Background: an optimization exercise with open tools, aiming at small area and a short achievable clock period. Do not read the settings as production practice. In this exercise RTL edits were held to simulation tests only and were not proved equivalent to the original. In every run shown here, the design's own scripts or RTL, not TritonCTS, make the clock network. The clock input has no modelled driver; a real chip could not lean on it and would need a root buffer or a full tree. Power and IR drop assume default switching activity.

==> design/flow/design.v <==
module full_adder(input a,b,cin,
                  output sum,co);
assign sum=a^b^cin;
assign co=(a&b)|(b&cin)|(cin&a);
endmodule
module half_adder(input a,
                  input b,
                  output sum,
                  output carry);
assign sum=a^b;
assign carry=a&b;
endmodule
module half_adder_n(input a_n,
                    input b_n,
                    output sum_n,
                    output carry_n);
xnor2 x(a_n,b_n,sum_n);
or2 o(a_n,b_n,carry_n);
endmodule
module xnor2(input a,b, output y);
assign y=~(a^b);
endmodule
module or2(input a,b, output y);
assign y=a|b;
endmodule
module mux2_1(input h,s,e1,e0,
              output d);
assign d=(e1&s)|(e0&h);
endmodule
module mul_16x16(input clk,
                 input [15:0]a,
                 input [15:0]b,
                 output [31:0]c);
reg [15:0]ra,rb;
reg [55:0]s2;      
reg [31:0]p3,p4;
wire pn0_0 = ~(ra[0] & rb[0]);    
wire pn0_1 = ~(ra[0] & rb[1]);    
wire pn0_2 = ~(ra[0] & rb[2]);    
wire pn0_3 = ~(ra[0] & rb[3]);    
wire pn0_4 = ~(ra[0] & rb[4]);    
wire pn0_5 = ~(ra[0] & rb[5]);    
wire pn0_6 = ~(ra[0] & rb[6]);    
wire pn0_7 = ~(ra[0] & rb[7]);    
wire pn0_8 = ~(ra[0] & rb[8]);    
wire pn0_9 = ~(ra[0] & rb[9]);    
wire pn0_10 = ~(ra[0] & rb[10]);    
wire pn0_11 = ~(ra[0] & rb[11]);    
wire pn0_12 = ~(ra[0] & rb[12]);    
wire pn0_13 = ~(ra[0] & rb[13]);    
wire pn0_14 = ~(ra[0] & rb[14]);    
wire pn0_15 = ~(ra[0] & rb[15]);    
wire pn1_0 = ~(ra[1] & rb[0]);    
wire pn1_1 = ~(ra[1] & rb[1]);    
wire pn1_2 = ~(ra[1] & rb[2]);    
wire pn1_3 = ~(ra[1] & rb[3]);    
wire pn1_4 = ~(ra[1] & rb[4]);    
wire pn1_5 = ~(ra[1] & rb[5]);    
wire pn1_6 = ~(ra[1] & rb[6]);    
wire pn1_7 = ~(ra[1] & rb[7]);    
wire pn1_8 = ~(ra[1] & rb[8]);    
wire pn1_9 = ~(ra[1] & rb[9]);    
wire pn1_10 = ~(ra[1] & rb[10]);    
wire pn1_11 = ~(ra[1] & rb[11]);    
wire pn1_12 = ~(ra[1] & rb[12]);    
wire pn1_13 = ~(ra[1] & rb[13]);    
wire pn1_14 = ~(ra[1] & rb[14]);    
wire pn1_15 = ~(ra[1] & rb[15]);    
wire pn2_0 = ~(ra[2] & rb[0]);    
wire pn2_1 = ~(ra[2] & rb[1]);    
wire pn2_2 = ~(ra[2] & rb[2]);    
wire pn2_3 = ~(ra[2] & rb[3]);    
wire pn2_4 = ~(ra[2] & rb[4]);    
wire pn2_5 = ~(ra[2] & rb[5]);    
wire pn2_6 = ~(ra[2] & rb[6]);    
wire pn2_7 = ~(ra[2] & rb[7]);    
wire pn2_8 = ~(ra[2] & rb[8]);    
wire pn2_9 = ~(ra[2] & rb[9]);    
wire pn2_10 = ~(ra[2] & rb[10]);    
wire pn2_11 = ~(ra[2] & rb[11]);    
wire pn2_12 = ~(ra[2] & rb[12]);    
wire pn2_13 = ~(ra[2] & rb[13]);    
wire pn2_14 = ~(ra[2] & rb[14]);    
wire pn2_15 = ~(ra[2] & rb[15]);    
wire pn3_0 = ~(ra[3] & rb[0]);    
wire pn3_1 = ~(ra[3] & rb[1]);    
wire pn3_2 = ~(ra[3] & rb[2]);    
wire pn3_3 = ~(ra[3] & rb[3]);    
wire pn3_4 = ~(ra[3] & rb[4]);    
wire pn3_5 = ~(ra[3] & rb[5]);    
wire pn3_6 = ~(ra[3] & rb[6]);    
wire pn3_7 = ~(ra[3] & rb[7]);    
wire pn3_8 = ~(ra[3] & rb[8]);    
wire pn3_9 = ~(ra[3] & rb[9]);    
wire pn3_10 = ~(ra[3] & rb[10]);    
wire pn3_11 = ~(ra[3] & rb[11]);    
wire pn3_12 = ~(ra[3] & rb[12]);    
wire pn3_13 = ~(ra[3] & rb[13]);    
wire pn3_14 = ~(ra[3] & rb[14]);    
wire pn3_15 = ~(ra[3] & rb[15]);    
wire pn4_0 = ~(ra[4] & rb[0]);    
wire pn4_1 = ~(ra[4] & rb[1]);    
wire pn4_2 = ~(ra[4] & rb[2]);    
wire pn4_3 = ~(ra[4] & rb[3]);    
wire pn4_4 = ~(ra[4] & rb[4]);    
wire pn4_5 = ~(ra[4] & rb[5]);    
wire pn4_6 = ~(ra[4] & rb[6]);    
wire pn4_7 = ~(ra[4] & rb[7]);    
wire pn4_8 = ~(ra[4] & rb[8]);    
wire pn4_9 = ~(ra[4] & rb[9]);    
wire pn4_10 = ~(ra[4] & rb[10]);    
wire pn4_11 = ~(ra[4] & rb[11]);    
wire pn4_12 = ~(ra[4] & rb[12]);    
wire pn4_13 = ~(ra[4] & rb[13]);    
wire pn4_14 = ~(ra[4] & rb[14]);    
wire pn4_15 = ~(ra[4] & rb[15]);    
wire pn5_0 = ~(ra[5] & rb[0]);    
wire pn5_1 = ~(ra[5] & rb[1]);    
wire pn5_2 = ~(ra[5] & rb[2]);    
wire pn5_3 = ~(ra[5] & rb[3]);    
wire pn5_4 = ~(ra[5] & rb[4]);    
wire pn5_5 = ~(ra[5] & rb[5]);    
wire pn5_6 = ~(ra[5] & rb[6]);    
wire pn5_7 = ~(ra[5] & rb[7]);    
wire pn5_8 = ~(ra[5] & rb[8]);    
wire pn5_9 = ~(ra[5] & rb[9]);    
wire pn5_10 = ~(ra[5] & rb[10]);    
wire pn5_11 = ~(ra[5] & rb[11]);    
wire pn5_12 = ~(ra[5] & rb[12]);    
wire pn5_13 = ~(ra[5] & rb[13]);    
wire pn5_14 = ~(ra[5] & rb[14]);    
wire pn5_15 = ~(ra[5] & rb[15]);    
wire pn6_0 = ~(ra[6] & rb[0]);    
wire pn6_1 = ~(ra[6] & rb[1]);    
wire pn6_2 = ~(ra[6] & rb[2]);    
wire pn6_3 = ~(ra[6] & rb[3]);    
wire pn6_4 = ~(ra[6] & rb[4]);    
wire pn6_5 = ~(ra[6] & rb[5]);    
wire pn6_6 = ~(ra[6] & rb[6]);    
wire pn6_7 = ~(ra[6] & rb[7]);    
wire pn6_8 = ~(ra[6] & rb[8]);    
wire pn6_9 = ~(ra[6] & rb[9]);    
wire pn6_10 = ~(ra[6] & rb[10]);    
wire pn6_11 = ~(ra[6] & rb[11]);    
wire pn6_12 = ~(ra[6] & rb[12]);    
wire pn6_13 = ~(ra[6] & rb[13]);    
wire pn6_14 = ~(ra[6] & rb[14]);    
wire pn6_15 = ~(ra[6] & rb[15]);    
wire pn7_0 = ~(ra[7] & rb[0]);    
wire pn7_1 = ~(ra[7] & rb[1]);    
wire pn7_2 = ~(ra[7] & rb[2]);    
wire pn7_3 = ~(ra[7] & rb[3]);    
wire pn7_4 = ~(ra[7] & rb[4]);    
wire pn7_5 = ~(ra[7] & rb[5]);    
wire pn7_6 = ~(ra[7] & rb[6]);    
wire pn7_7 = ~(ra[7] & rb[7]);    
wire pn7_8 = ~(ra[7] & rb[8]);    
wire pn7_9 = ~(ra[7] & rb[9]);    
wire pn7_10 = ~(ra[7] & rb[10]);    
wire pn7_11 = ~(ra[7] & rb[11]);    
wire pn7_12 = ~(ra[7] & rb[12]);    
wire pn7_13 = ~(ra[7] & rb[13]);    
wire pn7_14 = ~(ra[7] & rb[14]);    
wire pn7_15 = ~(ra[7] & rb[15]);    
wire pn8_0 = ~(ra[8] & rb[0]);    
wire pn8_1 = ~(ra[8] & rb[1]);    
wire pn8_2 = ~(ra[8] & rb[2]);    
wire pn8_3 = ~(ra[8] & rb[3]);    
wire pn8_4 = ~(ra[8] & rb[4]);    
wire pn8_5 = ~(ra[8] & rb[5]);    
wire pn8_6 = ~(ra[8] & rb[6]);    
wire pn8_7 = ~(ra[8] & rb[7]);    
wire pn8_8 = ~(ra[8] & rb[8]);    
wire pn8_9 = ~(ra[8] & rb[9]);    
wire pn8_10 = ~(ra[8] & rb[10]);    
wire pn8_11 = ~(ra[8] & rb[11]);    
wire pn8_12 = ~(ra[8] & rb[12]);    
wire pn8_13 = ~(ra[8] & rb[13]);    
wire pn8_14 = ~(ra[8] & rb[14]);    
wire pn8_15 = ~(ra[8] & rb[15]);    
wire pn9_0 = ~(ra[9] & rb[0]);    
wire pn9_1 = ~(ra[9] & rb[1]);    
wire pn9_2 = ~(ra[9] & rb[2]);    
wire pn9_3 = ~(ra[9] & rb[3]);    
wire pn9_4 = ~(ra[9] & rb[4]);    
wire pn9_5 = ~(ra[9] & rb[5]);    
wire pn9_6 = ~(ra[9] & rb[6]);    
wire pn9_7 = ~(ra[9] & rb[7]);    
wire pn9_8 = ~(ra[9] & rb[8]);    
wire pn9_9 = ~(ra[9] & rb[9]);    
wire pn9_10 = ~(ra[9] & rb[10]);    
wire pn9_11 = ~(ra[9] & rb[11]);    
wire pn9_12 = ~(ra[9] & rb[12]);    
wire pn9_13 = ~(ra[9] & rb[13]);    
wire pn9_14 = ~(ra[9] & rb[14]);    
wire pn9_15 = ~(ra[9] & rb[15]);    
wire pn10_0 = ~(ra[10] & rb[0]);    
wire pn10_1 = ~(ra[10] & rb[1]);    
wire pn10_2 = ~(ra[10] & rb[2]);    
wire pn10_3 = ~(ra[10] & rb[3]);    
wire pn10_4 = ~(ra[10] & rb[4]);    
wire pn10_5 = ~(ra[10] & rb[5]);    
wire pn10_6 = ~(ra[10] & rb[6]);    
wire pn10_7 = ~(ra[10] & rb[7]);    
wire pn10_8 = ~(ra[10] & rb[8]);    
wire pn10_9 = ~(ra[10] & rb[9]);    
wire pn10_10 = ~(ra[10] & rb[10]);    
wire pn10_11 = ~(ra[10] & rb[11]);    
wire pn10_12 = ~(ra[10] & rb[12]);    
wire pn10_13 = ~(ra[10] & rb[13]);    
wire pn10_14 = ~(ra[10] & rb[14]);    
wire pn10_15 = ~(ra[10] & rb[15]);    
wire pn11_0 = ~(ra[11] & rb[0]);    
wire pn11_1 = ~(ra[11] & rb[1]);    
wire pn11_2 = ~(ra[11] & rb[2]);    
wire pn11_3 = ~(ra[11] & rb[3]);    
wire pn11_4 = ~(ra[11] & rb[4]);    
wire pn11_5 = ~(ra[11] & rb[5]);    
wire pn11_6 = ~(ra[11] & rb[6]);    
wire pn11_7 = ~(ra[11] & rb[7]);    
wire pn11_8 = ~(ra[11] & rb[8]);    
wire pn11_9 = ~(ra[11] & rb[9]);    
wire pn11_10 = ~(ra[11] & rb[10]);    
wire pn11_11 = ~(ra[11] & rb[11]);    
wire pn11_12 = ~(ra[11] & rb[12]);    
wire pn11_13 = ~(ra[11] & rb[13]);    
wire pn11_14 = ~(ra[11] & rb[14]);    
wire pn11_15 = ~(ra[11] & rb[15]);    
wire pn12_0 = ~(ra[12] & rb[0]);    
wire pn12_1 = ~(ra[12] & rb[1]);    
wire pn12_2 = ~(ra[12] & rb[2]);    
wire pn12_3 = ~(ra[12] & rb[3]);    
wire pn12_4 = ~(ra[12] & rb[4]);    
wire pn12_5 = ~(ra[12] & rb[5]);    
wire pn12_6 = ~(ra[12] & rb[6]);    
wire pn12_7 = ~(ra[12] & rb[7]);    
wire pn12_8 = ~(ra[12] & rb[8]);    
wire pn12_9 = ~(ra[12] & rb[9]);    
wire pn12_10 = ~(ra[12] & rb[10]);    
wire pn12_11 = ~(ra[12] & rb[11]);    
wire pn12_12 = ~(ra[12] & rb[12]);    
wire pn12_13 = ~(ra[12] & rb[13]);    
wire pn12_14 = ~(ra[12] & rb[14]);    
wire pn12_15 = ~(ra[12] & rb[15]);    
wire pn13_0 = ~(ra[13] & rb[0]);    
wire pn13_1 = ~(ra[13] & rb[1]);    
wire pn13_2 = ~(ra[13] & rb[2]);    
wire pn13_3 = ~(ra[13] & rb[3]);    
wire pn13_4 = ~(ra[13] & rb[4]);    
wire pn13_5 = ~(ra[13] & rb[5]);    
wire pn13_6 = ~(ra[13] & rb[6]);    
wire pn13_7 = ~(ra[13] & rb[7]);    
wire pn13_8 = ~(ra[13] & rb[8]);    
wire pn13_9 = ~(ra[13] & rb[9]);    
wire pn13_10 = ~(ra[13] & rb[10]);    
wire pn13_11 = ~(ra[13] & rb[11]);    
wire pn13_12 = ~(ra[13] & rb[12]);    
wire pn13_13 = ~(ra[13] & rb[13]);    
wire pn13_14 = ~(ra[13] & rb[14]);    
wire pn13_15 = ~(ra[13] & rb[15]);    
wire pn14_0 = ~(ra[14] & rb[0]);    
wire pn14_1 = ~(ra[14] & rb[1]);    
wire pn14_2 = ~(ra[14] & rb[2]);    
wire pn14_3 = ~(ra[14] & rb[3]);    
wire pn14_4 = ~(ra[14] & rb[4]);    
wire pn14_5 = ~(ra[14] & rb[5]);    
wire pn14_6 = ~(ra[14] & rb[6]);    
wire pn14_7 = ~(ra[14] & rb[7]);    
wire pn14_8 = ~(ra[14] & rb[8]);    
wire pn14_9 = ~(ra[14] & rb[9]);    
wire pn14_10 = ~(ra[14] & rb[10]);    
wire pn14_11 = ~(ra[14] & rb[11]);    
wire pn14_12 = ~(ra[14] & rb[12]);    
wire pn14_13 = ~(ra[14] & rb[13]);    
wire pn14_14 = ~(ra[14] & rb[14]);    
wire pn14_15 = ~(ra[14] & rb[15]);    
wire pn15_0 = ~(ra[15] & rb[0]);    
wire pn15_1 = ~(ra[15] & rb[1]);    
wire pn15_2 = ~(ra[15] & rb[2]);    
wire pn15_3 = ~(ra[15] & rb[3]);    
wire pn15_4 = ~(ra[15] & rb[4]);    
wire pn15_5 = ~(ra[15] & rb[5]);    
wire pn15_6 = ~(ra[15] & rb[6]);    
wire pn15_7 = ~(ra[15] & rb[7]);    
wire pn15_8 = ~(ra[15] & rb[8]);    
wire pn15_9 = ~(ra[15] & rb[9]);    
wire pn15_10 = ~(ra[15] & rb[10]);    
wire pn15_11 = ~(ra[15] & rb[11]);    
wire pn15_12 = ~(ra[15] & rb[12]);    
wire pn15_13 = ~(ra[15] & rb[13]);    
wire pn15_14 = ~(ra[15] & rb[14]);    
wire pn15_15 = ~(ra[15] & rb[15]);    
wire s1, c2;
half_adder_n ha2(pn0_13, pn1_12, s1, c2);
wire s3, c4;
full_adder fa4(pn0_14, pn1_13, pn2_12, s3, c4);
wire s5, c6;
half_adder_n ha6(pn3_11, pn4_10, s5, c6);
wire s7, c8;
full_adder fa8(pn0_15, pn1_14, pn2_13, s7, c8);
wire s9, c10;
full_adder fa10(pn3_12, pn4_11, pn5_10, s9, c10);
wire s11, c12;
half_adder_n ha12(pn6_9, pn7_8, s11, c12);
wire s13, c14;
full_adder fa14(pn1_15, pn2_14, pn3_13, s13, c14);
wire s15, c16;
full_adder fa16(pn4_12, pn5_11, pn6_10, s15, c16);
wire s17, c18;
half_adder_n ha18(pn7_9, pn8_8, s17, c18);
wire s19, c20;
full_adder fa20(pn2_15, pn3_14, pn4_13, s19, c20);
wire s21, c22;
full_adder fa22(pn5_12, pn6_11, pn7_10, s21, c22);
wire s23, c24;
full_adder fa24(pn3_15, pn4_14, pn5_13, s23, c24);
wire s25, c26;
half_adder_n ha26(pn0_9, pn1_8, s25, c26);
wire s27, c28;
full_adder fa28(pn0_10, pn1_9, pn2_8, s27, c28);
wire s29, c30;
half_adder_n ha30(pn3_7, pn4_6, s29, c30);
wire s31, c32;
full_adder fa32(pn0_11, pn1_10, pn2_9, s31, c32);
wire s33, c34;
full_adder fa34(pn3_8, pn4_7, pn5_6, s33, c34);
wire s35, c36;
half_adder_n ha36(pn6_5, pn7_4, s35, c36);
wire s37, c38;
full_adder fa38(pn0_12, pn1_11, pn2_10, s37, c38);
wire s39, c40;
full_adder fa40(pn3_9, pn4_8, pn5_7, s39, c40);
wire s41, c42;
full_adder fa42(pn6_6, pn7_5, pn8_4, s41, c42);
wire s43, c44;
half_adder_n ha44(pn9_3, pn10_2, s43, c44);
wire s45, c46;
full_adder fa46(pn2_11, pn3_10, pn4_9, s45, c46);
wire s47, c48;
full_adder fa48(pn5_8, pn6_7, pn7_6, s47, c48);
wire s49, c50;
full_adder fa50(pn8_5, pn9_4, pn10_3, s49, c50);
wire s51, c52;
full_adder fa52(pn11_2, pn12_1, pn13_0, s51, c52);
wire s53, c54;
full_adder fa54(pn5_9, pn6_8, pn7_7, s53, c54);
wire s55, c56;
full_adder fa56(pn8_6, pn9_5, pn10_4, s55, c56);
wire s57, c58;
full_adder fa58(pn11_3, pn12_2, pn13_1, s57, c58);
wire s59, c60;
full_adder fa60(pn14_0, c2, s5, s59, c60);
wire s61, c62;
full_adder fa62(pn8_7, pn9_6, pn10_5, s61, c62);
wire s63, c64;
full_adder fa64(pn11_4, pn12_3, pn13_2, s63, c64);
wire s65, c66;
full_adder fa66(pn14_1, pn15_0, c6, s65, c66);
wire s67, c68;
full_adder fa68(s11, c4, s7, s67, c68);
wire s69, c70;
full_adder fa70(pn9_7, pn10_6, pn11_5, s69, c70);
wire s71, c72;
full_adder fa72(pn12_4, pn13_3, pn14_2, s71, c72);
wire s73, c74;
full_adder fa74(pn15_1, c12, s17, s73, c74);
wire s75, c76;
full_adder fa76(c8, c10, s13, s75, c76);
wire s77, c78;
full_adder fa78(pn8_9, pn9_8, pn10_7, s77, c78);
wire s79, c80;
full_adder fa80(pn11_6, pn12_5, pn13_4, s79, c80);
wire s81, c82;
full_adder fa82(pn14_3, pn15_2, c18, s81, c82);
wire s83, c84;
full_adder fa84(c14, c16, s19, s83, c84);
wire s85, c86;
full_adder fa86(pn6_12, pn7_11, pn8_10, s85, c86);
wire s87, c88;
full_adder fa88(pn9_9, pn10_8, pn11_7, s87, c88);
wire s89, c90;
full_adder fa90(pn12_6, pn13_5, pn14_4, s89, c90);
wire s91, c92;
full_adder fa92(pn15_3, c20, c22, s91, c92);
wire s93, c94;
full_adder fa94(pn4_15, pn5_14, pn6_13, s93, c94);
wire s95, c96;
full_adder fa96(pn7_12, pn8_11, pn9_10, s95, c96);
wire s97, c98;
full_adder fa98(pn10_9, pn11_8, pn12_7, s97, c98);
wire s99, c100;
full_adder fa100(pn13_6, pn14_5, pn15_4, s99, c100);
wire s101, c102;
full_adder fa102(pn5_15, pn6_14, pn7_13, s101, c102);
wire s103, c104;
full_adder fa104(pn8_12, pn9_11, pn10_10, s103, c104);
wire s105, c106;
full_adder fa106(pn11_9, pn12_8, pn13_7, s105, c106);
wire s107, c108;
full_adder fa108(pn6_15, pn7_14, pn8_13, s107, c108);
wire s109, c110;
full_adder fa110(pn9_12, pn10_11, pn11_10, s109, c110);
wire s111, c112;
full_adder fa112(pn7_15, pn8_14, pn9_13, s111, c112);
wire s113, c114;
half_adder_n ha114(pn0_6, pn1_5, s113, c114);
wire s115, c116;
full_adder fa116(pn0_7, pn1_6, pn2_5, s115, c116);
wire s117, c118;
half_adder_n ha118(pn3_4, pn4_3, s117, c118);
wire s119, c120;
full_adder fa120(pn0_8, pn1_7, pn2_6, s119, c120);
wire s121, c122;
full_adder fa122(pn3_5, pn4_4, pn5_3, s121, c122);
wire s123, c124;
half_adder_n ha124(pn6_2, pn7_1, s123, c124);
wire s125, c126;
full_adder fa126(pn2_7, pn3_6, pn4_5, s125, c126);
wire s127, c128;
full_adder fa128(pn5_4, pn6_3, pn7_2, s127, c128);
wire s129, c130;
full_adder fa130(pn8_1, pn9_0, s25, s129, c130);
wire s131, c132;
full_adder fa132(pn5_5, pn6_4, pn7_3, s131, c132);
wire s133, c134;
full_adder fa134(pn8_2, pn9_1, pn10_0, s133, c134);
wire s135, c136;
full_adder fa136(c26, s29, s27, s135, c136);
wire s137, c138;
full_adder fa138(pn8_3, pn9_2, pn10_1, s137, c138);
wire s139, c140;
full_adder fa140(pn11_0, c30, s35, s139, c140);
wire s141, c142;
full_adder fa142(c28, s31, s33, s141, c142);
wire s143, c144;
full_adder fa144(pn11_1, pn12_0, c36, s143, c144);
wire s145, c146;
full_adder fa146(s43, c32, c34, s145, c146);
wire s147, c148;
full_adder fa148(s37, s39, s41, s147, c148);
wire s149, c150;
full_adder fa150(c44, s1, c38, s149, c150);
wire s151, c152;
full_adder fa152(c40, c42, s45, s151, c152);
wire s153, c154;
full_adder fa154(s47, s49, s51, s153, c154);
wire s155, c156;
full_adder fa156(c46, c48, c50, s155, c156);
wire s157, c158;
full_adder fa158(c52, s53, s55, s157, c158);
wire s159, c160;
full_adder fa160(s57, s3, s59, s159, c160);
wire s161, c162;
full_adder fa162(c54, c56, c58, s161, c162);
wire s163, c164;
full_adder fa164(s61, s63, s9, s163, c164);
wire s165, c166;
full_adder fa166(c60, s65, s67, s165, c166);
wire s167, c168;
full_adder fa168(c62, c64, s69, s167, c168);
wire s169, c170;
full_adder fa170(s71, s15, c66, s169, c170);
wire s171, c172;
full_adder fa172(s73, c68, s75, s171, c172);
wire s173, c174;
full_adder fa174(c70, c72, s77, s173, c174);
wire s175, c176;
full_adder fa176(s79, s21, c74, s175, c176);
wire s177, c178;
full_adder fa178(s81, c76, s83, s177, c178);
wire s179, c180;
full_adder fa180(c78, c80, s85, s179, c180);
wire s181, c182;
full_adder fa182(s87, s89, s23, s181, c182);
wire s183, c184;
full_adder fa184(c82, c84, s91, s183, c184);
wire s185, c186;
full_adder fa186(c86, c88, c90, s185, c186);
wire s187, c188;
full_adder fa188(s93, s95, s97, s187, c188);
wire s189, c190;
full_adder fa190(s99, c24, c92, s189, c190);
wire s191, c192;
full_adder fa192(pn14_6, pn15_5, c94, s191, c192);
wire s193, c194;
full_adder fa194(c96, c98, c100, s193, c194);
wire s195, c196;
full_adder fa196(s101, s103, s105, s195, c196);
wire s197, c198;
full_adder fa198(pn12_9, pn13_8, pn14_7, s197, c198);
wire s199, c200;
full_adder fa200(pn15_6, c102, c104, s199, c200);
wire s201, c202;
full_adder fa202(c106, s107, s109, s201, c202);
wire s203, c204;
full_adder fa204(pn10_12, pn11_11, pn12_10, s203, c204);
wire s205, c206;
full_adder fa206(pn13_9, pn14_8, pn15_7, s205, c206);
wire s207, c208;
full_adder fa208(c108, c110, s111, s207, c208);
wire s209, c210;
full_adder fa210(pn8_15, pn9_14, pn10_13, s209, c210);
wire s211, c212;
full_adder fa212(pn11_12, pn12_11, pn13_10, s211, c212);
wire s213, c214;
full_adder fa214(pn14_9, pn15_8, c112, s213, c214);
wire s215, c216;
full_adder fa216(pn9_15, pn10_14, pn11_13, s215, c216);
wire s217, c218;
full_adder fa218(pn12_12, pn13_11, pn14_10, s217, c218);
wire s219, c220;
full_adder fa220(pn10_15, pn11_14, pn12_13, s219, c220);
wire s221, c222;
half_adder_n ha222(pn0_4, pn1_3, s221, c222);
wire s223, c224;
full_adder fa224(pn0_5, pn1_4, pn2_3, s223, c224);
wire s225, c226;
half_adder_n ha226(pn3_2, pn4_1, s225, c226);
wire s227, c228;
full_adder fa228(pn2_4, pn3_3, pn4_2, s227, c228);
wire s229, c230;
full_adder fa230(pn5_1, pn6_0, s113, s229, c230);
wire s231, c232;
full_adder fa232(pn5_2, pn6_1, pn7_0, s231, c232);
wire s233, c234;
full_adder fa234(c114, s117, s115, s233, c234);
wire s235, c236;
full_adder fa236(pn8_0, c118, s123, s235, c236);
wire s237, c238;
full_adder fa238(c116, s119, s121, s237, c238);
wire s239, c240;
full_adder fa240(c124, c120, c122, s239, c240);
wire s241, c242;
full_adder fa242(s125, s127, s129, s241, c242);
wire s243, c244;
full_adder fa244(c126, c128, s131, s243, c244);
wire s245, c246;
full_adder fa246(s133, c130, s135, s245, c246);
wire s247, c248;
full_adder fa248(c132, c134, s137, s247, c248);
wire s249, c250;
full_adder fa250(s139, c136, s141, s249, c250);
wire s251, c252;
full_adder fa252(c138, c140, s143, s251, c252);
wire s253, c254;
full_adder fa254(c142, s145, s147, s253, c254);
wire s255, c256;
full_adder fa256(c144, c146, c148, s255, c256);
wire s257, c258;
full_adder fa258(s149, s151, s153, s257, c258);
wire s259, c260;
full_adder fa260(c150, c152, c154, s259, c260);
wire s261, c262;
full_adder fa262(s155, s157, s159, s261, c262);
wire s263, c264;
full_adder fa264(c156, c158, s161, s263, c264);
wire s265, c266;
full_adder fa266(s163, c160, s165, s265, c266);
wire s267, c268;
full_adder fa268(c162, c164, s167, s267, c268);
wire s269, c270;
full_adder fa270(s169, c166, s171, s269, c270);
wire s271, c272;
full_adder fa272(c168, s173, c170, s271, c272);
wire s273, c274;
full_adder fa274(s175, c172, s177, s273, c274);
wire s275, c276;
full_adder fa276(c174, s179, s181, s275, c276);
wire s277, c278;
full_adder fa278(c176, c178, s183, s277, c278);
wire s279, c280;
full_adder fa280(c180, c182, s185, s279, c280);
wire s281, c282;
full_adder fa282(s187, c184, s189, s281, c282);
wire s283, c284;
full_adder fa284(c186, c188, s191, s283, c284);
wire s285, c286;
full_adder fa286(s193, s195, c190, s285, c286);
wire s287, c288;
full_adder fa288(s197, c192, c194, s287, c288);
wire s289, c290;
full_adder fa290(c196, s199, s201, s289, c290);
wire s291, c292;
full_adder fa292(c198, s203, s205, s291, c292);
wire s293, c294;
full_adder fa294(c200, c202, s207, s293, c294);
wire s295, c296;
full_adder fa296(c204, c206, s209, s295, c296);
wire s297, c298;
full_adder fa298(s211, c208, s213, s297, c298);
wire s299, c300;
full_adder fa300(pn15_9, c210, c212, s299, c300);
wire s301, c302;
full_adder fa302(s215, s217, c214, s301, c302);
wire s303, c304;
full_adder fa304(pn13_12, pn14_11, pn15_10, s303, c304);
wire s305, c306;
full_adder fa306(c216, c218, s219, s305, c306);
wire s307, c308;
full_adder fa308(pn11_15, pn12_14, pn13_13, s307, c308);
wire s309, c310;
full_adder fa310(pn14_12, pn15_11, c220, s309, c310);
wire s311, c312;
full_adder fa312(pn12_15, pn13_14, pn14_13, s311, c312);
wire s313, c314;
half_adder_n ha314(pn0_3, pn1_2, s313, c314);
wire s315, c316;
full_adder fa316(pn2_2, pn3_1, pn4_0, s315, c316);
wire s317, c318;
full_adder fa318(pn5_0, c222, s225, s317, c318);
wire s319, c320;
full_adder fa320(c226, c224, s227, s319, c320);
wire s321, c322;
full_adder fa322(c228, s231, c230, s321, c322);
wire s323, c324;
full_adder fa324(c232, s235, c234, s323, c324);
wire s325, c326;
full_adder fa326(c236, c238, s239, s325, c326);
wire s327, c328;
full_adder fa328(c240, s243, c242, s327, c328);
wire s329, c330;
full_adder fa330(c244, s247, c246, s329, c330);
wire s331, c332;
full_adder fa332(c248, s251, c250, s331, c332);
wire s333, c334;
full_adder fa334(c252, c254, s255, s333, c334);
wire s335, c336;
full_adder fa336(c256, c258, s259, s335, c336);
wire s337, c338;
full_adder fa338(c260, s263, c262, s337, c338);
wire s339, c340;
full_adder fa340(c264, s267, c266, s339, c340);
wire s341, c342;
full_adder fa342(c268, s271, c270, s341, c342);
wire s343, c344;
full_adder fa344(s275, c272, c274, s343, c344);
wire s345, c346;
full_adder fa346(c276, s279, c278, s345, c346);
wire s347, c348;
full_adder fa348(c280, s283, c282, s347, c348);
wire s349, c350;
full_adder fa350(c284, s287, s289, s349, c350);
wire s351, c352;
full_adder fa352(s291, c288, c290, s351, c352);
wire s353, c354;
full_adder fa354(c292, s295, c294, s353, c354);
wire s355, c356;
full_adder fa356(c296, s299, c298, s355, c356);
wire s357, c358;
full_adder fa358(s303, c300, s305, s357, c358);
wire s359, c360;
full_adder fa360(c304, s307, c306, s359, c360);
wire s361, c362;
full_adder fa362(pn15_12, c308, s311, s361, c362);
wire s363, c364;
full_adder fa364(pn13_15, pn14_14, pn15_13, s363, c364);
wire s365, c366;
half_adder_n ha366(pn0_2, pn1_1, s365, c366);
wire s367, c368;
full_adder fa368(pn2_1, pn3_0, s313, s367, c368);
wire s369, c370;
full_adder fa370(c314, s221, s315, s369, c370);
wire s371, c372;
full_adder fa372(c316, s223, s317, s371, c372);
wire s373, c374;
full_adder fa374(c318, s229, s319, s373, c374);
wire s375, c376;
full_adder fa376(c320, s233, s321, s375, c376);
wire s377, c378;
full_adder fa378(s237, c322, s323, s377, c378);
wire s379, c380;
full_adder fa380(s241, c324, s325, s379, c380);
wire s381, c382;
full_adder fa382(c326, s245, s327, s381, c382);
wire s383, c384;
full_adder fa384(s249, c328, s329, s383, c384);
wire s385, c386;
full_adder fa386(s253, c330, s331, s385, c386);
wire s387, c388;
full_adder fa388(s257, c332, s333, s387, c388);
wire s389, c390;
full_adder fa390(s261, c334, s335, s389, c390);
wire s391, c392;
full_adder fa392(c336, s265, s337, s391, c392);
wire s393, c394;
full_adder fa394(s269, c338, s339, s393, c394);
wire s395, c396;
full_adder fa396(s273, c340, s341, s395, c396);
wire s397, c398;
full_adder fa398(s277, c342, s343, s397, c398);
wire s399, c400;
full_adder fa400(s281, c344, s345, s399, c400);
wire s401, c402;
full_adder fa402(s285, c346, s347, s401, c402);
wire s403, c404;
full_adder fa404(s349, c286, c348, s403, c404);
wire s405, c406;
full_adder fa406(s293, c350, s351, s405, c406);
wire s407, c408;
full_adder fa408(s297, c352, s353, s407, c408);
wire s409, c410;
full_adder fa410(s301, c354, s355, s409, c410);
wire s411, c412;
full_adder fa412(s357, c302, c356, s411, c412);
wire s413, c414;
full_adder fa414(s309, c358, s359, s413, c414);
wire s415, c416;
full_adder fa416(s361, c310, c360, s415, c416);
wire s417, c418;
full_adder fa418(s363, c312, c362, s417, c418);
wire s419, c420;
full_adder fa420(pn14_15, pn15_14, c364, s419, c420);
wire s421, c422;
half_adder_n ha422(pn0_1, pn1_0, s421, c422);
wire s423, c424;
full_adder fa424(pn2_0, s365, c422, s423, c424);
wire s425, c426;
full_adder fa426(c366, s367, c424, s425, c426);
wire s427, c428;
full_adder fa428(c368, s369, c426, s427, c428);
wire s429, c430;
full_adder fa430(c370, s371, c428, s429, c430);
wire s431, c432;
full_adder fa432(c372, s373, c430, s431, c432);
wire [55:0]s2_d;
assign s2_d[0] = pn0_0;    
assign s2_d[1] = s421;    
assign s2_d[2] = s423;    
assign s2_d[3] = s425;    
assign s2_d[4] = s427;    
assign s2_d[5] = s429;    
assign s2_d[6] = s431;    
assign s2_d[7] = c374;    
assign s2_d[8] = s375;    
assign s2_d[9] = c432;    
assign s2_d[10] = c376;    
assign s2_d[11] = s377;    
assign s2_d[12] = c378;    
assign s2_d[13] = s379;    
assign s2_d[14] = c380;    
assign s2_d[15] = s381;    
assign s2_d[16] = c382;    
assign s2_d[17] = s383;    
assign s2_d[18] = c384;    
assign s2_d[19] = s385;    
assign s2_d[20] = c386;    
assign s2_d[21] = s387;    
assign s2_d[22] = c388;    
assign s2_d[23] = s389;    
assign s2_d[24] = c390;    
assign s2_d[25] = s391;    
assign s2_d[26] = c392;    
assign s2_d[27] = s393;    
assign s2_d[28] = c394;    
assign s2_d[29] = s395;    
assign s2_d[30] = c396;    
assign s2_d[31] = s397;    
assign s2_d[32] = c398;    
assign s2_d[33] = s399;    
assign s2_d[34] = c400;    
assign s2_d[35] = s401;    
assign s2_d[36] = c402;    
assign s2_d[37] = s403;    
assign s2_d[38] = c404;    
assign s2_d[39] = s405;    
assign s2_d[40] = c406;    
assign s2_d[41] = s407;    
assign s2_d[42] = c408;    
assign s2_d[43] = s409;    
assign s2_d[44] = c410;    
assign s2_d[45] = s411;    
assign s2_d[46] = c412;    
assign s2_d[47] = s413;    
assign s2_d[48] = c414;    
assign s2_d[49] = s415;    
assign s2_d[50] = c416;    
assign s2_d[51] = s417;    
assign s2_d[52] = c418;    
assign s2_d[53] = s419;    
assign s2_d[54] = c420;    
assign s2_d[55] = pn15_15;    
wire [31:0]x3 = {1'b1, s2[54], s2[52], s2[50], s2[48], s2[46], s2[44], s2[42], s2[40], s2[38], s2[36], s2[34], s2[32], s2[30], s2[28], s2[26], s2[24], s2[22], s2[20], s2[18], s2[16], s2[14], s2[12], s2[10], s2[7], s2[6], s2[5], s2[4], s2[3], s2[2], s2[1], s2[0]};
wire [31:0]y3 = {1'b1, s2[55], s2[53], s2[51], s2[49], s2[47], s2[45], s2[43], s2[41], s2[39], s2[37], s2[35], s2[33], s2[31], s2[29], s2[27], s2[25], s2[23], s2[21], s2[19], s2[17], s2[15], s2[13], s2[11], s2[8], 1'b1, 1'b1, 1'b1, 1'b1, 1'b1, 1'b1, 1'b1};
wire kg0 = s2[7] & s2[8];
wire kp0 = s2[7] ^ s2[8];
wire kg1 = s2[10] & s2[11];
wire kp1 = s2[10] ^ s2[11];
wire kg2 = s2[12] & s2[13];
wire kp2 = s2[12] ^ s2[13];
wire kg3 = s2[14] & s2[15];
wire kp3 = s2[14] ^ s2[15];
wire kg4 = s2[16] & s2[17];
wire kp4 = s2[16] ^ s2[17];
wire kg5 = s2[18] & s2[19];
wire kp5 = s2[18] ^ s2[19];
wire kg6 = s2[20] & s2[21];
wire kp6 = s2[20] ^ s2[21];
wire kg7 = s2[22] & s2[23];
wire kp7 = s2[22] ^ s2[23];
wire kg8 = s2[24] & s2[25];
wire kp8 = s2[24] ^ s2[25];
wire kg9 = s2[26] & s2[27];
wire kp9 = s2[26] ^ s2[27];
wire kg10 = s2[28] & s2[29];
wire kp10 = s2[28] ^ s2[29];
wire kg11 = s2[30] & s2[31];
wire kp11 = s2[30] ^ s2[31];
wire kg12 = s2[32] & s2[33];
wire kp12 = s2[32] ^ s2[33];
wire kg13 = s2[34] & s2[35];
wire kp13 = s2[34] ^ s2[35];
wire kg14 = s2[36] & s2[37];
wire kp14 = s2[36] ^ s2[37];
wire kg15 = s2[38] & s2[39];
wire kp15 = s2[38] ^ s2[39];
wire kg16 = s2[40] & s2[41];
wire kp16 = s2[40] ^ s2[41];
wire kg17 = s2[42] & s2[43];
wire kp17 = s2[42] ^ s2[43];
wire kg18 = s2[44] & s2[45];
wire kp18 = s2[44] ^ s2[45];
wire kg19 = s2[46] & s2[47];
wire kp19 = s2[46] ^ s2[47];
wire kg20 = s2[48] & s2[49];
wire kp20 = s2[48] ^ s2[49];
wire kg21 = s2[50] & s2[51];
wire kp21 = s2[50] ^ s2[51];
wire kg22 = s2[52] & s2[53];
wire kp22 = s2[52] ^ s2[53];
wire kg23 = s2[54] & s2[55];
wire kp23 = s2[54] ^ s2[55];
wire kg24 = 1'b1 & 1'b1;
wire kp24 = 1'b1 ^ 1'b1;
wire kg0c = kg0 | (kp0 & s2[9]);
wire kG1 = kg1 | (kp1 & kg0c);
wire kP1 = kp1 & kp0;
wire kG2 = kg3 | (kp3 & kg2);
wire kP2 = kp3 & kp2;
wire kG3 = kg5 | (kp5 & kg4);
wire kP3 = kp5 & kp4;
wire kG4 = kg7 | (kp7 & kg6);
wire kP4 = kp7 & kp6;
wire kG5 = kg9 | (kp9 & kg8);
wire kP5 = kp9 & kp8;
wire kG6 = kg11 | (kp11 & kg10);
wire kP6 = kp11 & kp10;
wire kG7 = kg13 | (kp13 & kg12);
wire kP7 = kp13 & kp12;
wire kG8 = kg15 | (kp15 & kg14);
wire kP8 = kp15 & kp14;
wire kG9 = kg17 | (kp17 & kg16);
wire kP9 = kp17 & kp16;
wire kG10 = kg19 | (kp19 & kg18);
wire kP10 = kp19 & kp18;
wire kG11 = kg21 | (kp21 & kg20);
wire kP11 = kp21 & kp20;
wire kG12 = kg23 | (kp23 & kg22);
wire kP12 = kp23 & kp22;
wire kG13 = kG2 | (kP2 & kG1);
wire kP13 = kP2 & kP1;
wire kG14 = kG4 | (kP4 & kG3);
wire kP14 = kP4 & kP3;
wire kG15 = kG6 | (kP6 & kG5);
wire kP15 = kP6 & kP5;
wire kG16 = kG8 | (kP8 & kG7);
wire kP16 = kP8 & kP7;
wire kG17 = kG10 | (kP10 & kG9);
wire kP17 = kP10 & kP9;
wire kG18 = kG12 | (kP12 & kG11);
wire kP18 = kP12 & kP11;
wire kG19 = kG14 | (kP14 & kG13);
wire kP19 = kP14 & kP13;
wire kG20 = kG16 | (kP16 & kG15);
wire kP20 = kP16 & kP15;
wire kG21 = kG18 | (kP18 & kG17);
wire kP21 = kP18 & kP17;
wire kG22 = kG20 | (kP20 & kG19);
wire kP22 = kP20 & kP19;
wire kG23 = kG21 | (kP21 & kG22);
wire kP23 = kP21 & kP22;
wire kG24 = kG15 | (kP15 & kG19);
wire kP24 = kP15 & kP19;
wire kG25 = kG17 | (kP17 & kG22);
wire kP25 = kP17 & kP22;
wire kG26 = kG3 | (kP3 & kG13);
wire kP26 = kP3 & kP13;
wire kG27 = kG5 | (kP5 & kG19);
wire kP27 = kP5 & kP19;
wire kG28 = kG7 | (kP7 & kG24);
wire kP28 = kP7 & kP24;
wire kG29 = kG9 | (kP9 & kG22);
wire kP29 = kP9 & kP22;
wire kG30 = kG11 | (kP11 & kG25);
wire kP30 = kP11 & kP25;
wire kG31 = kg2 | (kp2 & kG1);
wire kP31 = kp2 & kP1;
wire kG32 = kg4 | (kp4 & kG13);
wire kP32 = kp4 & kP13;
wire kG33 = kg6 | (kp6 & kG26);
wire kP33 = kp6 & kP26;
wire kG34 = kg8 | (kp8 & kG19);
wire kP34 = kp8 & kP19;
wire kG35 = kg10 | (kp10 & kG27);
wire kP35 = kp10 & kP27;
wire kG36 = kg12 | (kp12 & kG24);
wire kP36 = kp12 & kP24;
wire kG37 = kg14 | (kp14 & kG28);
wire kP37 = kp14 & kP28;
wire kG38 = kg16 | (kp16 & kG22);
wire kP38 = kp16 & kP22;
wire kG39 = kg18 | (kp18 & kG29);
wire kP39 = kp18 & kP29;
wire kG40 = kg20 | (kp20 & kG25);
wire kP40 = kp20 & kP25;
wire kG41 = kg22 | (kp22 & kG30);
wire kP41 = kp22 & kP30;
wire kG42 = kg24 | (kp24 & kG23);
wire kP42 = kp24 & kP23;
wire [31:0]p3_d = {(kp24 ^ kG23), (kp23 ^ kG41), (kp22 ^ kG30), (kp21 ^ kG40), (kp20 ^ kG25), (kp19 ^ kG39), (kp18 ^ kG29), (kp17 ^ kG38), (kp16 ^ kG22), (kp15 ^ kG37), (kp14 ^ kG28), (kp13 ^ kG36), (kp12 ^ kG24), (kp11 ^ kG35), (kp10 ^ kG27), (kp9 ^ kG34), (kp8 ^ kG19), (kp7 ^ kG33), (kp6 ^ kG26), (kp5 ^ kG32), (kp4 ^ kG13), (kp3 ^ kG31), (kp2 ^ kG1), (kp1 ^ kg0c), (kp0 ^ s2[9]), s2[6], s2[5], s2[4], s2[3], s2[2], s2[1], s2[0]};
always @(posedge clk)
 begin
  ra<=a;
  rb<=b;
  s2<=s2_d;
  p3<=~p3_d;    
  p4<=p3;
 end
assign c=p4;
endmodule
module accumulator(input clk,en,clr,
                   input [31:0]a,
                   output [39:0]c);
reg [39:0]acc;
wire [39:0]b={8'b0,a};
wire [39:0]g0=acc&b;
wire [39:0]p0=acc^b;
wire gg1 = g0[1] | (p0[1] & g0[0]);
wire pp1 = p0[1] & p0[0];
wire gg2 = g0[3] | (p0[3] & g0[2]);
wire pp2 = p0[3] & p0[2];
wire gg3 = g0[5] | (p0[5] & g0[4]);
wire pp3 = p0[5] & p0[4];
wire gg4 = g0[7] | (p0[7] & g0[6]);
wire pp4 = p0[7] & p0[6];
wire gg5 = g0[9] | (p0[9] & g0[8]);
wire pp5 = p0[9] & p0[8];
wire gg6 = g0[11] | (p0[11] & g0[10]);
wire pp6 = p0[11] & p0[10];
wire gg7 = g0[13] | (p0[13] & g0[12]);
wire pp7 = p0[13] & p0[12];
wire gg8 = g0[15] | (p0[15] & g0[14]);
wire pp8 = p0[15] & p0[14];
wire gg9 = g0[17] | (p0[17] & g0[16]);
wire pp9 = p0[17] & p0[16];
wire gg10 = g0[19] | (p0[19] & g0[18]);
wire pp10 = p0[19] & p0[18];
wire gg11 = g0[21] | (p0[21] & g0[20]);
wire pp11 = p0[21] & p0[20];
wire gg12 = g0[23] | (p0[23] & g0[22]);
wire pp12 = p0[23] & p0[22];
wire gg13 = g0[25] | (p0[25] & g0[24]);
wire pp13 = p0[25] & p0[24];
wire gg14 = g0[27] | (p0[27] & g0[26]);
wire pp14 = p0[27] & p0[26];
wire gg15 = g0[29] | (p0[29] & g0[28]);
wire pp15 = p0[29] & p0[28];
wire gg16 = g0[31] | (p0[31] & g0[30]);
wire pp16 = p0[31] & p0[30];
wire gg17 = g0[33] | (p0[33] & g0[32]);
wire pp17 = p0[33] & p0[32];
wire gg18 = g0[35] | (p0[35] & g0[34]);
wire pp18 = p0[35] & p0[34];
wire gg19 = g0[37] | (p0[37] & g0[36]);
wire pp19 = p0[37] & p0[36];
wire gg20 = g0[39] | (p0[39] & g0[38]);
wire pp20 = p0[39] & p0[38];
wire gg21 = gg2 | (pp2 & gg1);
wire pp21 = pp2 & pp1;
wire gg22 = gg4 | (pp4 & gg3);
wire pp22 = pp4 & pp3;
wire gg23 = gg6 | (pp6 & gg5);
wire pp23 = pp6 & pp5;
wire gg24 = gg8 | (pp8 & gg7);
wire pp24 = pp8 & pp7;
wire gg25 = gg10 | (pp10 & gg9);
wire pp25 = pp10 & pp9;
wire gg26 = gg12 | (pp12 & gg11);
wire pp26 = pp12 & pp11;
wire gg27 = gg14 | (pp14 & gg13);
wire pp27 = pp14 & pp13;
wire gg28 = gg16 | (pp16 & gg15);
wire pp28 = pp16 & pp15;
wire gg29 = gg18 | (pp18 & gg17);
wire pp29 = pp18 & pp17;
wire gg30 = gg20 | (pp20 & gg19);
wire pp30 = pp20 & pp19;
wire gg31 = gg22 | (pp22 & gg21);
wire pp31 = pp22 & pp21;
wire gg32 = gg24 | (pp24 & gg23);
wire pp32 = pp24 & pp23;
wire gg33 = gg26 | (pp26 & gg25);
wire pp33 = pp26 & pp25;
wire gg34 = gg28 | (pp28 & gg27);
wire pp34 = pp28 & pp27;
wire gg35 = gg30 | (pp30 & gg29);
wire pp35 = pp30 & pp29;
wire gg36 = gg32 | (pp32 & gg31);
wire pp36 = pp32 & pp31;
wire gg37 = gg34 | (pp34 & gg33);
wire pp37 = pp34 & pp33;
wire gg38 = gg37 | (pp37 & gg36);
wire pp38 = pp37 & pp36;
wire gg39 = gg33 | (pp33 & gg36);
wire pp39 = pp33 & pp36;
wire gg40 = gg35 | (pp35 & gg38);
wire pp40 = pp35 & pp38;
wire gg41 = gg23 | (pp23 & gg31);
wire pp41 = pp23 & pp31;
wire gg42 = gg25 | (pp25 & gg36);
wire pp42 = pp25 & pp36;
wire gg43 = gg27 | (pp27 & gg39);
wire pp43 = pp27 & pp39;
wire gg44 = gg29 | (pp29 & gg38);
wire pp44 = pp29 & pp38;
wire gg45 = gg3 | (pp3 & gg21);
wire pp45 = pp3 & pp21;
wire gg46 = gg5 | (pp5 & gg31);
wire pp46 = pp5 & pp31;
wire gg47 = gg7 | (pp7 & gg41);
wire pp47 = pp7 & pp41;
wire gg48 = gg9 | (pp9 & gg36);
wire pp48 = pp9 & pp36;
wire gg49 = gg11 | (pp11 & gg42);
wire pp49 = pp11 & pp42;
wire gg50 = gg13 | (pp13 & gg39);
wire pp50 = pp13 & pp39;
wire gg51 = gg15 | (pp15 & gg43);
wire pp51 = pp15 & pp43;
wire gg52 = gg17 | (pp17 & gg38);
wire pp52 = pp17 & pp38;
wire gg53 = gg19 | (pp19 & gg44);
wire pp53 = pp19 & pp44;
wire gg54 = g0[2] | (p0[2] & gg1);
wire pp54 = p0[2] & pp1;
wire gg55 = g0[4] | (p0[4] & gg21);
wire pp55 = p0[4] & pp21;
wire gg56 = g0[6] | (p0[6] & gg45);
wire pp56 = p0[6] & pp45;
wire gg57 = g0[8] | (p0[8] & gg31);
wire pp57 = p0[8] & pp31;
wire gg58 = g0[10] | (p0[10] & gg46);
wire pp58 = p0[10] & pp46;
wire gg59 = g0[12] | (p0[12] & gg41);
wire pp59 = p0[12] & pp41;
wire gg60 = g0[14] | (p0[14] & gg47);
wire pp60 = p0[14] & pp47;
wire gg61 = g0[16] | (p0[16] & gg36);
wire pp61 = p0[16] & pp36;
wire gg62 = g0[18] | (p0[18] & gg48);
wire pp62 = p0[18] & pp48;
wire gg63 = g0[20] | (p0[20] & gg42);
wire pp63 = p0[20] & pp42;
wire gg64 = g0[22] | (p0[22] & gg49);
wire pp64 = p0[22] & pp49;
wire gg65 = g0[24] | (p0[24] & gg39);
wire pp65 = p0[24] & pp39;
wire gg66 = g0[26] | (p0[26] & gg50);
wire pp66 = p0[26] & pp50;
wire gg67 = g0[28] | (p0[28] & gg43);
wire pp67 = p0[28] & pp43;
wire gg68 = g0[30] | (p0[30] & gg51);
wire pp68 = p0[30] & pp51;
wire gg69 = g0[32] | (p0[32] & gg38);
wire pp69 = p0[32] & pp38;
wire gg70 = g0[34] | (p0[34] & gg52);
wire pp70 = p0[34] & pp52;
wire gg71 = g0[36] | (p0[36] & gg44);
wire pp71 = p0[36] & pp44;
wire gg72 = g0[38] | (p0[38] & gg53);
wire pp72 = p0[38] & pp53;
wire [39:0]cy={gg72, gg53, gg71, gg44, gg70, gg52, gg69, gg38, gg68, gg51, gg67, gg43, gg66, gg50, gg65, gg39, gg64, gg49, gg63, gg42, gg62, gg48, gg61, gg36, gg60, gg47, gg59, gg41, gg58, gg46, gg57, gg31, gg56, gg45, gg55, gg21, gg54, gg1, g0[0], 1'b0};
wire [39:0]sum=p0^cy;
wire [39:0]d;
wire e1=en&~clr;     
wire e0=~(en|clr);   
genvar i;
generate
 for (i=0;i<40;i=i+1)
  begin : sel
   mux2_1 m(acc[i],sum[i],e1,e0,d[i]);
  end
endgenerate
always @(posedge clk)
  acc <= d;
assign c = acc;
endmodule
module mac_unit(input clk,en,clr,
                input [15:0]a,b,
                output [39:0]c);
wire [31:0]temp1;
mul_16x16 m1(clk,a,b,temp1);
accumulator a1(clk,en,clr,temp1,c);
endmodule
==> design/flow/flow/run.sh <==
#!/bin/bash
# The standard layout (standard.sh), with these changes:
#  - every port gets a buf_1 buffer (ORFS's buffer_ports with -buffer_cell);
#  - after CTS (flow/clocktree.tcl) the clock tree is rebuilt as two balanced
#    levels of inverters (4 inv_6 on the clock port, 8 inv_12 driving the flip-flops);
#  - setup repair aims for 9.70 ns of slack at the design's clock period, and
#    does not remove buffers (so every port keeps its buffer).
# ORFS writes each step's full log under orfs/logs/; make's own output goes to standard.log.
export BUFFER_PORTS_ARGS="-buffer_cell sky130_fd_sc_hd__buf_1"
export PRE_RESIZE_TCL=$PWD/flow/sizes.tcl
export POST_CTS_TCL=$PWD/flow/clocktree.tcl
export SETUP_SLACK_MARGIN=9.70
export SKIP_BUFFER_REMOVAL=1
bash standard.sh > standard.log 2>&1
==> design/flow/flow/clocktree.tcl <==
set block [ord::get_db_block]
set db [ord::get_db]
set leafm [$db findMaster sky130_fd_sc_hd__inv_12]
set rootm [$db findMaster sky130_fd_sc_hd__inv_6]
set clk_net [$block findNet clk]

set ffs {}
foreach inst [$block getInsts] {
  if {[string match "sky130_fd_sc_hd__df*" [[$inst getMaster] getName]]} {
    lappend ffs $inst
  }
}
# remove the CTS buffers, its dummy loads, and its nets
set old_nets {}
foreach inst [$block getInsts] {
  if {[string match "clkload*" [$inst getName]]} {
    odb::dbInst_destroy $inst
  } elseif {[string match "clkbuf_*_clk" [$inst getName]]} {
    set onet [[$inst findITerm X] getNet]
    if {$onet != "NULL"} { lappend old_nets $onet }
    odb::dbInst_destroy $inst
  }
}
foreach ff $ffs {
  set it [$ff findITerm CLK]
  set n [$it getNet]
  if {$n != "NULL" && [$n getName] != "clk"} { $it disconnect }
}
foreach n $old_nets {
  if {[llength [$n getITerms]] == 0} { odb::dbNet_destroy $n }
}
if {[llength [$clk_net getITerms]] != 0} { error "clock port still drives cells" }

proc ffx {ff} { return [lindex [$ff getLocation] 0] }
proc ffy {ff} { return [lindex [$ff getLocation] 1] }
proc split2 {l axis} {
  set s [lsort -command [list apply {{axis a b} {expr {[ff$axis $a] - [ff$axis $b]}}} $axis] $l]
  set h [expr {[llength $s] / 2}]
  return [list [lrange $s 0 [expr {$h - 1}]] [lrange $s $h end]]
}
proc centroid {l} {
  set sx 0; set sy 0
  foreach ff $l { set sx [expr {$sx + [ffx $ff]}]; set sy [expr {$sy + [ffy $ff]}] }
  return [list [expr {$sx / [llength $l]}] [expr {$sy / [llength $l]}]]
}
proc add_buf {block master name loc in_net out_name} {
  set buf [odb::dbInst_create $block $master $name]
  $buf setLocation {*}$loc
  $buf setPlacementStatus PLACED
  [$buf findITerm A] connect $in_net
  set net [odb::dbNet_create $block $out_name]
  $net setSigType CLOCK
  [$buf findITerm Y] connect $net
  return $net
}
set quads {}
foreach half [split2 $ffs x] { lappend quads {*}[split2 $half y] }
set k 0
foreach q $quads {
  set rnet [add_buf $block $rootm "clkroot_$k" [centroid $q] $clk_net "clknet_root_$k"]
  set j 0
  foreach part [split2 $q x] {
    set lnet [add_buf $block $leafm "clkleaf_${k}_$j" [centroid $part] $rnet "clknet_leaf_${k}_$j"]
    foreach ff $part { [$ff findITerm CLK] connect $lnet }
    puts "clock inverter clkleaf_${k}_$j drives [llength $part] flip-flops"
    incr j
  }
  incr k
}

detailed_placement
check_placement -verbose
estimate_parasitics -placement
report_clock_skew
==> design/flow/flow/sizes.tcl <==
# Sizes of the output buffers (made by buffer_ports, named output*) and of the
# accumulator flip-flops that drive them.
foreach inst [get_cells {output*}] {
  replace_cell $inst sky130_fd_sc_hd__buf_1
}
foreach inst [get_cells {a1.acc*}] {
  replace_cell $inst sky130_fd_sc_hd__dfxtp_1
}
# the input buffers of en and clr, which drive the accumulator's control gates
foreach port {en clr} {
  foreach inst [get_cells -of_objects [get_nets $port]] {
    replace_cell $inst sky130_fd_sc_hd__buf_8
  }
}
foreach inst [get_cells {m1.ra* m1.rb*}] {
  replace_cell $inst sky130_fd_sc_hd__dfxtp_4
}
==> design/flow/standard.sh <==
#!/bin/bash
# synth_recipe.tcl (not shown) runs the flow's synth.tcl, then flattens the netlist and writes it again
# the make line also repeats each setting of config.mk as NAME=value (left out here)
make -C /OpenROAD-flow-scripts/flow DESIGN_CONFIG=/design/flow/config.mk WORK_HOME=/design/flow/orfs CLKGATE_MAP_FILE= SYNTH_SCRIPT=/design/flow/synth_recipe.tcl "${@:-finish}"
==> design/flow/config.mk <==
export PLATFORM = sky130hd
export DESIGN_NAME = mac_unit
export DESIGN_NICKNAME = mac_unit
export VERILOG_FILES = /design/flow/design.v
export SDC_FILE = /design/flow/constraint.sdc
export NUM_CORES = 4
export LEC_CHECK = 0
export CAP_MARGIN = 20
export CORE_MARGIN = 2
export CORE_UTILIZATION = 40
export SLEW_MARGIN = 20
export SYNTH_HIERARCHICAL = 1
export SYNTH_MINIMUM_KEEP_SIZE = 0
==> design/flow/constraint.sdc <==
create_clock -name core_clock -period 13.5 [get_ports {clk}]
set_input_delay 2.7000 -clock core_clock [delete_from_list [all_inputs] [get_ports {clk}]]
set_output_delay 2.7000 -clock core_clock [all_outputs]
set_load 0.01 [all_outputs]
==> impl_metrics.py, run 1 <==
metrics = {
    "clock_network": {
        "clk_pin_slew_ns": 0.10,
        "clock-sinks": 192,
        "clkLatencyLatePin_ns": 0.15,
    },
    "synthesis": {
        "synthFlopType": "dfxtp_1",
        "syn_area_um2": 12200,
        "ys_types": 45,
        "synth_edf_count": 0,
        "synthArstFlopShare": 0,
        "synth_fp_nets": 1422,
        "yosysWarnings": 8,
        "syn_area_per_cell_um2": 11.1,
        "synthCells": 1101,
        "synth-seq-area-share": 0.314,
        "synth_seq_cells": 192,
    },
    "worst_setup_path": {
        "slowest_stage": "fa_1",
        "rr_startpoint": "m1.rb[15]",
        "max_stage_delay_ns": 0.56,
        "timing.rr.end": "m1.s2[29]",
        "cp.arrival_ns": 3.56,
        "r2r_slack_ns": 9.97,
        "start_kind": "register",
        "crit_fanout": 16,
        "r2r_cells": 7,
        "crit_top_cell": "fa_1",
        "critical_path_required_ns": 13.53,
        "crit_type": "reg -> reg",
        "cp-end-kind": "register",
        "path_cells": "nand2_1, fa_1, fa_1, fa_1, fa_1, fa_1, fa_1",
    },
    "layout": {
        "nFillCells": 2833,
        "n_antenna_cell": 0,
        "multi_input_area_um2": 7900,
        "regArea_um2": 3960,
        "drive_above_1_share": 0.0555,
        "syn2layout_area_growth_pct": 6.63,
        "final_nets": 1440,
        "fin_util": 0.430,
    },
    "drt": {
        "drt-total-wl_um": 26100,
        "wl_per_cell_um": 17.3,
        "viasPerCell": 4.99,
        "ant_nets": 0,
        "vias": 7549,
        "drt_iter0_markers": 364,
        "drc": 0,
        "drtPass1Iterations": 4,
    },
    "global_route": {
        "grt_pass1_vias": 8335,
        "grt_pass1_wl_um": 43600,
        "grt.total_usage": 0.175,
        "gr-total-overflow": 0,
        "grt_start_max_net_pins": 41,
        "antenna_found_initial": 0,
    },
    "floorplanning": {
        "initial_core_util": 0.404,
        "io_pins": 75,
        "die_w_um": 179,
        "core_um2": 30300,
        "rows": 64,
        "die_h_um": 179,
        "dieArea_um2": 32000,
    },
    "pwr": {
        "p_switching_w": 0.000993,
        "clockPowerShare": 0.102,
        "p_leak_nw": 5.00,
        "pwr-share-seq": 0.389,
        "comb_power_share": 0.509,
        "peakVddDrop_uv": 63.7,
        "switching_share": 0.416,
        "power.internal_w": 0.00139,
        "pwr_density_cell_nw_per_um2": 183,
    },
    "sta": {
        "rsz0062_at_grt": "false",
        "slew_viol_final": 0,
        "hold_violations": 0,
        "post-route-period-util": 0.262,
        "finalSetupViolCount": 0,
        "fin_crit_ns": 3.53,
        "worst_pin_slew_ns": 0.619,
        "max_freq_ghz": 0.283,
        "finalSetupTns_ns": 0,
        "maxSlewHeadroom": 0.586,
        "clock_skew_ns": 0.0172,
    },
    "min_path": {
        "min_from": "m1.p3[19]",
        "hold_end": "m1.p4[19]",
        "hp-class": "reg -> reg",
        "hold_depth": 0,
    },
    "status": {
        "status": "complete, no violations",
    },
    "flow_run": {
        "maxCapViolations": 0,
    },
    "placement": {
        "place_congestion": 0.825,
        "portBuffers": 74,
        "dp_hpwl_um": 18700,
    },
}
[registers in the layout (all words and copies together) (netlist names)]
| signal | count |
|---|---|
| m1.s2 | 56 |
| m1.p4 | 32 |
| a1.acc | 40 |
| m1.p3 | 32 |
| m1.ra | 16 |
| m1.rb | 16 |
[layer usage]
metal,global-route usage,wire [um],vias up,part of all wire
met5,0,0,-,0
met4,0.0427,587,0,0.022
met3,0.0293,1830,47,0.070
met2,0.293,12300,262,0.47
met1,0.237,11400,3756,0.44
li1,-,-,3484,-
[cells in the final DEF (no fill, tap or decap), drive strengths merged, types with 5 or more instances in the layout]
cell	Yosys	final
or2	18	18
fa	229	229
a22o	40	40
ha	57	57
nand3	5	5
nand4	6	6
o211ai	6	6
buf	8	75
nor2	11	11
o21ai	13	13
xor2	17	17
a21oi	29	29
xnor2	29	29
inv	60	72
dfxtp	192	192
nand2	280	280
o21a	6	6
[power groups by stage]
stage	logic, W	clock network [W]	registers, W
detailed placement	0.00123	0	0.000941
global placement	0.00118	0	0.000940
finish	0.00122	0.000243	0.000928
floorplan	0.000951	0	0.000898
global route	0.00144	0.000277	0.000955
[cell type report]
| cell class | count | share of cell area |
|---|---|---|
| Multi-Input combinational cell | 778 | 0.605 |
| Sequential cell | 192 | 0.303 |
| Tap cell | 396 | 0.0379 |
| Inverter | 72 | 0.0299 |
| Timing Repair Buffer | 75 | 0.0236 |
[per-module statistics from Yosys, one instance, submodules excluded, excerpt]
module / cells inside / area (um2) / times used
xnor2: 1 / 8.76 / 16
full_adder: 1 / 20.0 / 200
accumulator: 233 / 2390 / 1
mux2_1: 1 / 8.76 / 40
or2: 1 / 6.26 / 16
mul_16x16: 596 / 5270 / 1
[cells in the mapped netlist, types with 2 or more instances]
cell / instances / area share
nand2b_1: 4 / 0.0020
or2_2: 2 / 0.0010
xnor2_1: 29 / 0.021
a22o_1: 40 / 0.029
o211ai_1: 5 / 0.0031
o21ai_1: 3 / 0.0012
o21a_1: 6 / 0.0037
clkbuf_1: 64 / 0.020
nor2b_1: 2 / 0.0010
inv_1: 60 / 0.018
nand4_1: 5 / 0.0026
fa_1: 229 / 0.37
and2_1: 2 / 0.0010
nand2_1: 279 / 0.085
nor4_2: 2 / 0.0020
a21oi_1: 27 / 0.011
dfxtp_1: 192 / 0.31
a211oi_1: 3 / 0.0018
xor2_1: 17 / 0.012
or3_1: 2 / 0.0010
nand3_1: 4 / 0.0016
a21oi_2: 2 / 0.0014
nor2_1: 10 / 0.0031
ha_1: 57 / 0.058
buf_4: 8 / 0.0049
a22oi_1: 2 / 0.0012
nor3_1: 3 / 0.0012
o21ai_0: 10 / 0.0041
or2_1: 16 / 0.0082
[worst max-delay path, delay by kind of cell (launching register included)]
kind                     cells  cell delay (ns)
adder cells (fa/ha/maj)      6             2.79
flip-flops                   1             0.49
AND/OR/NAND/NOR              1             0.12
[logic make-up after synthesis]
family,share of synthesized area
flops,0.314
buf+inv,0.0429
simple gates,0.114
fa+ha+maj,0.432
xor+xnor,0.0329
compound gates,0.0641
[worst max-delay path by stage]
stage / from / end / cells past startpoint
after floorplan: en / a1.acc[0] / 2
after global placement: en / a1.acc[28] / 3
after detailed placement: en / a1.acc[0] / 3
after global routing: m1.rb[15] / m1.s2[29] / 7
final: m1.rb[15] / m1.s2[29] / 7
[through the flow]
step	power, W	instances	cell area (um2)	worst slack [ns]	hold WS (ns)
floorplan	0.00185	1101	12300	9.73	0.310
global placement	0.00212	1500	12700	9.49	0.310
detailed placement	0.00217	1500	12900	9.55	0.312
global route	0.00267	1513	13100	9.83	0.336
finish	0.00239	1513	13100	9.97	0.315
==> run 2: changes to the inputs <==
==> design/flow/flow/run.sh (replaced) <==
#!/bin/bash
# The standard layout (standard.sh), with these changes:
#  - every port gets a buf_1 buffer (ORFS's buffer_ports with -buffer_cell);
#  - after CTS (flow/clocktree.tcl) the clock tree is rebuilt as two balanced
#    levels of inverters (4 inv_6 on the clock port, 8 inv_12 driving the flip-flops);
#  - setup repair aims for 9.80 ns of slack at the design's clock period, and
#    does not remove buffers (so every port keeps its buffer).
# ORFS writes each step's full log under orfs/logs/; make's own output goes to standard.log.
export BUFFER_PORTS_ARGS="-buffer_cell sky130_fd_sc_hd__buf_1"
export PRE_RESIZE_TCL=$PWD/flow/sizes.tcl
export POST_CTS_TCL=$PWD/flow/clocktree.tcl
export SETUP_SLACK_MARGIN=9.80
export SKIP_BUFFER_REMOVAL=1
bash standard.sh > standard.log 2>&1
==> run 2 against run 1 <==
Effect of this change: die area stayed put; combinational power hardly changed; flip-flop and latch count stayed put; first-iteration DRC count is 17% higher; sequential share of layout area hardly changed; power is 0.99% higher; register-to-register slack worse by 0.06 ns; utilization is 0.29 points higher; largest cell class unchanged; largest power group unchanged.
==> impl_metrics.py, run 2 <==
metrics = {
    "sta": {
        "slew_viol_final": 0,
        "maxSlewHeadroom": 0.595,
        "clock_skew_ns": 0.0267,
        "finalSetupTns_ns": 0,
        "hold_violations": 0,
        "worst_pin_slew_ns": 0.606,
        "max_freq_ghz": 0.278,
        "rsz0062_at_grt": "false",
        "post-route-period-util": 0.266,
        "fin_crit_ns": 3.59,
    },
    "floorplanning": {
        "die_h_um": 179,
        "rows": 64,
        "dieArea_um2": 32000,
        "io_pins": 75,
        "die_w_um": 179,
        "initial_core_util": 0.404,
        "core_um2": 30300,
    },
    "layout": {
        "nFillCells": 2829,
        "top_regs": "m1.s2 (56), a1.acc (40)",
        "regMostFlops": "m1.s2",
        "n_antenna_cell": 0,
        "mostFrequentLayoutCells": "279 x nand2_1, 229 x fa_1, 137 x dfxtp_1",
        "largest_reg_flops": 56,
        "final_nets": 1441,
        "syn2layout_area_growth_pct": 7.35,
    },
    "clock_network": {
        "clock-sinks": 192,
        "clkLatencyLatePin_ns": 0.16,
    },
    "worst_setup_path": {
        "critical_path_required_ns": 13.53,
        "crit_buf_inv": 0,
        "timing.rr.end": "m1.s2[29]",
        "r2r_slack_ns": 9.91,
        "slowest_stage": "fa_1",
        "crit_top_cell": "fa_1",
        "max_stage_delay_ns": 0.57,
        "cp-end-kind": "register",
        "crit_fanout": 16,
        "start_kind": "register",
        "crit_type": "reg -> reg",
        "critPathTopFamily": "adder cells",
    },
    "flow_run": {
        "maxCapViolations": 0,
    },
    "pwr": {
        "p_leak_nw": 5.15,
        "pwr_density_cell_nw_per_um2": 183,
        "peakVddDrop_uv": 75.0,
    },
    "drt": {
        "drt-total-wl_um": 26100,
        "vias": 7668,
        "drt_iter0_markers": 426,
        "viasPerCell": 5.06,
        "drtPass1Iterations": 5,
        "ant_nets": 0,
    },
    "global_route": {
        "antenna_found_initial": 0,
        "grt.total_usage": 0.174,
        "grt_pass1_vias": 8435,
        "grt_pass1_wl_um": 43300,
        "gr-total-overflow": 0,
    },
    "synthesis": {
        "synthCells": 1101,
        "synthArstFlopShare": 0,
        "synthFlopType": "dfxtp_1",
        "synth_edf_count": 0,
        "ys_types": 45,
        "syn_area_um2": 12200,
        "synth_fp_nets": 1422,
        "synth_seq_cells": 192,
        "synthTopCellsByArea": "fa_1 37%, dfxtp_1 31%, nand2_1 8.5%",
        "syn_area_per_cell_um2": 11.1,
    },
    "placement": {
        "place_congestion": 0.832,
        "dpl-instance-area_um2": 12900,
        "portBuffers": 74,
    },
    "min_path": {
        "hold_end": "m1.p4[20]",
        "hold_depth": 0,
        "min_from": "m1.p3[20]",
    },
    "status": {
        "status": "complete, no violations",
    },
}
## run 2: worst max path at each step
| stage | depth (start not counted) | slack [ns] | start | end |
|---|---|---|---|---|
| floorplan | 9 | 9.87 | m1.rb[11] | m1.s2[31] |
| global placement | 3 | 9.45 | en | a1.acc[29] |
| detailed placement | 3 | 9.54 | en | a1.acc[26] |
| global route | 7 | 9.81 | m1.rb[15] | m1.s2[29] |
| finish | 7 | 9.91 | m1.rb[15] | m1.s2[29] |
## run 2: kinds of logic (layout without fill, tap and decap cells)
logic type	count (synthesis)	in the layout	share of synthesized area
simple gates	336	338	0.114
flops	192	192	0.314
fa+ha+maj	286	286	0.432
xor+xnor	46	46	0.0329
buf+inv	132	147	0.0429
compound gates	109	109	0.0641
## run 2: where the power goes
part           internal [W]  leakage (nW)  switching [W]  total (W)
sequential         0.000796          1.63       0.000134   0.000930
clock             0.0000410        0.0765       0.000200   0.000241
combinational      0.000575          3.44       0.000666    0.00124
## run 2: stage by stage
step	cells	setup WS [ns]	power, W	hold WS (ns)
detailed placement	1499	9.54	0.00218	0.312
global placement	1499	9.45	0.00213	0.310
finish	1514	9.91	0.00241	0.311
floorplan	1101	9.87	0.00185	0.310
global route	1514	9.81	0.00270	0.321
## run 2: final cells by class
| cell class | count | area [um2] | area share |
|---|---|---|---|
| multi-input cells | 779 | 7920 | 0.602 |
| inverters | 72 | 390 | 0.0297 |
| well taps | 396 | 495 | 0.0377 |
| flip-flops and latches | 192 | 4000 | 0.304 |
| repair buffers | 75 | 349 | 0.0265 |
## run 2: layer usage
metal,up-vias,track usage,part of all wire
li1,3492,-,-
met1,3869,0.240,0.44
met2,271,0.286,0.47
met3,36,0.0299,0.070
met4,0,0.0390,0.017
met5,-,0,0
## run 2: per-module statistics from Yosys (local to each module, per instance), excerpt
| module | area [um2] | cells inside |
|---|---|---|
| xnor2 | 8.76 | 1 |
| or2 | 6.26 | 1 |
| full_adder | 20.0 | 1 |
| accumulator | 2390 | 233 |
| mux2_1 | 8.76 | 1 |
| mul_16x16 | 5270 | 596 |
